This is an optimization exercise on Yosys and OpenROAD, whose aim is small area and a short achievable clock period, not a production implementation.
Only simulation tests tie the RTL to the original design; equivalence was not proved.

run A:
## mac_unit
module mac_unit #(
    parameter AW = 16,
    parameter BW = 16,
    parameter ACCW = 40,
    parameter SIGNED = 0
)(
    input  wire clk,
    input  wire rst_n,
    input  wire en,
    input  wire valid_in,
    input  wire [AW-1:0] a,
    input  wire [BW-1:0] b,
    output reg  valid_out,
    output reg  [ACCW-1:0] acc_out
);
Settings: LEC_CHECK=0, CAP_MARGIN=20, CORE_MARGIN=2, CORE_UTILIZATION=65, CTS_BUF_LIST=sky130_fd_sc_hd__clkbuf_4 sky130_fd_sc_hd__clkbuf_8, SETUP_SLACK_MARGIN=3.75, SLEW_MARGIN=20, SYNTH_HIERARCHICAL=1, SYNTH_MINIMUM_KEEP_SIZE=0; clock period 7.0 ns.
run.sh (not shown) runs the stock make flow with config.mk's settings and CLKGATE_MAP_FILE= SYNTH_SCRIPT=/design/flow/synth_recipe.tcl, a recipe that flattens the netlist after the stock synthesis.
Input-level comparison between run B and run A:
--- a/flow/config.mk
+++ b/flow/config.mk
@@ -12 +12 @@
-export SETUP_SLACK_MARGIN = 3.75
+export SETUP_SLACK_MARGIN = 3.65
==> comparison <==
Run B ended with every stage complete and zero timing, DRC or antenna violations. Run B against run A: number of instances in the placed design barely changed. Count of cell instances traversed by the critical path is higher on run A.
[inputs] run C vs run B
--- a/flow/config.mk
+++ b/flow/config.mk
@@ -12 +12 @@
-export SETUP_SLACK_MARGIN = 3.65
+export SETUP_SLACK_MARGIN = 3.7
@@ -15,0 +16 @@
+export TNS_END_PERCENT = 50
Notes after the runs:
Diff run B -> run C: data required time of the critical path rose by 0.03 ns, number of clock buffers in the layout fell by 2, DRC marker count from the first detailed-route iteration rose by 17.
Changes in run D relative to run C:
--- a/flow/config.mk
+++ b/flow/config.mk
@@ -12 +12 @@
-export SETUP_SLACK_MARGIN = 3.7
+export SETUP_SLACK_MARGIN = 3.6
@@ -16 +15,0 @@
-export TNS_END_PERCENT = 50
Notes after the runs:
Relative to run C, post-route cell area has gone down in run D.
The sum of routed wire length over all layers was comparable across run C and run D.
Clock tree buffer depth: run D vs run C identical
Between run D and run C, it is run D whose worst hold slack is higher, by 0.0040 ns.
Cell count after placement across run C and run D: no real change.
Any difference in non-filler instance count after layout between run C and run D is small enough to ignore.
Changes in run E relative to run D:
--- a/flow/config.mk
+++ b/flow/config.mk
@@ -12 +12 @@
-export SETUP_SLACK_MARGIN = 3.6
+export SETUP_SLACK_MARGIN = 3.7
Per the final summary, run E finished and its layout is clean on timing, DRC and antenna.
The maximum clock frequency of run E is higher than that of run D.
Changes observed in run E relative to run D: clock insertion delay at the later pin of the skew report about even, buffer count excluding the clock tree in the final layout fell 3, data-path buffer share of cell area in the final layout rose 0.63 points, area added between synthesis and finish rose 1.6 points.
Changes observed in run E relative to run D: final core utilization moved up, share of the clock period used by the worst path moved down, total number of cells along the worst setup path level, detailed-route wire length on metal 1 moved down.
Looking at fraction of met1 tracks used by global routing across run D and run E, the one that comes out lower is run E.
Changes in run F relative to run E:
--- a/flow/config.mk
+++ b/flow/config.mk
@@ -8 +8 @@
-export CAP_MARGIN = 20
+export CAP_MARGIN = 5
@@ -13 +13 @@
-export SLEW_MARGIN = 20
+export SLEW_MARGIN = 5
Findings:
Compared with run E, in run F global-route usage over all layers ~0 delta; routed wire length neither gained nor lost much; starting density of the core roughly the same.
Run F against run E: placed instance area ~0 delta.
Diff run F..run E | area occupied by multi-input gates | unchanged
Run F completed end to end with timing, DRC and antenna clean.

raven:
mac_unit again, from the RTL that the note above started with.
Settings: LEC_CHECK=0, CAP_MARGIN=20, CORE_MARGIN=2, CORE_UTILIZATION=65, CTS_BUF_LIST=sky130_fd_sc_hd__clkbuf_4 sky130_fd_sc_hd__clkbuf_8, GPL_ROUTABILITY_DRIVEN=0, SETUP_SLACK_MARGIN=3.7, SLEW_MARGIN=20, SYNTH_HIERARCHICAL=1, SYNTH_MINIMUM_KEEP_SIZE=0; clock period 7.0 ns.
Input-level comparison between ember and raven:
Settings: a deleted GPL_ROUTABILITY_DRIVEN that had been 0; an added TNS_END_PERCENT of 20.
Notes after the runs:
Startpoint of the worst setup timing path = b[9]: raven; startpoint of the worst setup timing path = b[11]: ember. Area of the core region came out exactly the same in raven and ember. Diff raven -> ember: post-placement cell area shrank by 110 um2; cell depth of the worst min-delay path held steady; part of the cycle the worst path needs grew by 1.4 points. ember against raven: total via count after detailed routing lost 33; detailed-route wire length on metal 1 picked up an extra about 5%. Compared with raven, number of DRC markers in iteration 0 in ember increased by more than 10%. Worst hold slack after final layout: ember vs raven — no meaningful difference.

== the reference run ==
mac_unit again, from the RTL that the note above started with.
clock: 7.0 ns
lec_check: 0
cap_margin: 20
core_margin: 2
core_utilization: 72
cts_buf_list: sky130_fd_sc_hd__clkbuf_4 sky130_fd_sc_hd__clkbuf_8
setup_slack_margin: 3.7
slew_margin: 20
synth_hierarchical: 1
synth_minimum_keep_size: 0
diff inputs: the reference run => the trial run
Settings: swapping 72 for 65 in CORE_UTILIZATION.
==> flow/flow/run.sh (new file) <==
#!/bin/bash
# The standard layout (the standard.sh, all steps), with the port
# buffers inserted as the smallest buffer cell; the flow's repair steps
# resize the ones on critical paths.
set -e
cp standard.sh standard_sh.txt
export BUFFER_PORTS_ARGS="-buffer_cell sky130_fd_sc_hd__buf_1"
bash standard.sh > standard.log 2>&1
==> flow/standard.sh (new file) <==
#!/bin/bash
# synth_recipe.tcl (not shown) runs the flow's synth.tcl, then flattens the netlist and writes it again
# the make line also repeats each setting of config.mk as NAME=value (left out here)
make -C /OpenROAD-flow-scripts/flow DESIGN_CONFIG=/design/flow/config.mk WORK_HOME=/design/flow/orfs CLKGATE_MAP_FILE= SYNTH_SCRIPT=/design/flow/synth_recipe.tcl "${@:-finish}"
removed: flow/run.sh
Results
- Comparing the trial run and the reference run, the lower clock period minus final worst setup slack was measured on the trial run.
- The trial run: count of clock-buffer cells in the layout 2 above the reference run
- The worst slew margin relative to its limit on the trial run is in line with that on the reference run.
- For the reference run, the capturing element of the worst setup path was acc_out[19], unlike the trial run, where it was pr[59].

afterwards: timing with drivers on the ports:
No port has a modelled driver above. Below, the same layouts with a new extraction and two added sets of constraints.
Step 1 (the two cells are an assumption about what drives the block):
set clk [get_ports {clk}]
set_driving_cell -lib_cell sky130_fd_sc_hd__clkbuf_16 $clk
set_driving_cell -lib_cell sky130_fd_sc_hd__buf_2 [delete_from_list [all_inputs] $clk]
Step 2 moves the port delays by t, midway between the first and last clock arrival at a register: inputs arrive t later, outputs are due t later. That takes back most of the time a late clock gives input paths.
a / b / c = ideal ports / drivers / drivers and shift; a / b = the first two.
run | t (ns) | slack for setup (ns) | worst setup path at the end | worst slew at a driven data input, ns | pins driven straight from the clock port
run A | 0.487 | 3.681 / 3.582 / 3.095 | input to register | 0.14 | 1
run B | 0.484 | 3.670 / 3.673 / 3.189 | input to register | 0.05 | 1
run C | 0.489 | 3.664 / 3.679 / 3.190 | input to register | 0.04 | 1
run D | 0.488 | 3.633 / 3.645 / 3.156 | input to register | 0.04 | 1
run E | 0.482 | 3.711 / 3.727 / 3.245 | input to register | 0.06 | 1
run F | 0.482 | 3.711 / 3.727 / 3.245 | input to register | 0.06 | 1
raven | 0.480 | 3.725 / 3.727 / 3.246 | input to register | 0.05 | 1
ember | 0.473 | 3.629 / 3.644 / 3.171 | input to register | 0.04 | 1
the reference run | 0.502 | 3.505 / 3.505 / 3.136 | input to register | 0.08 | 1
the trial run | 0.481 | 3.673 / 3.632 / 3.150 | input to register | 0.10 | 1
After both steps setup and hold are still met in every run listed. The setup slack of run A, which loses most, moves by -0.099 ns with the drivers and by -0.586 ns with both steps.
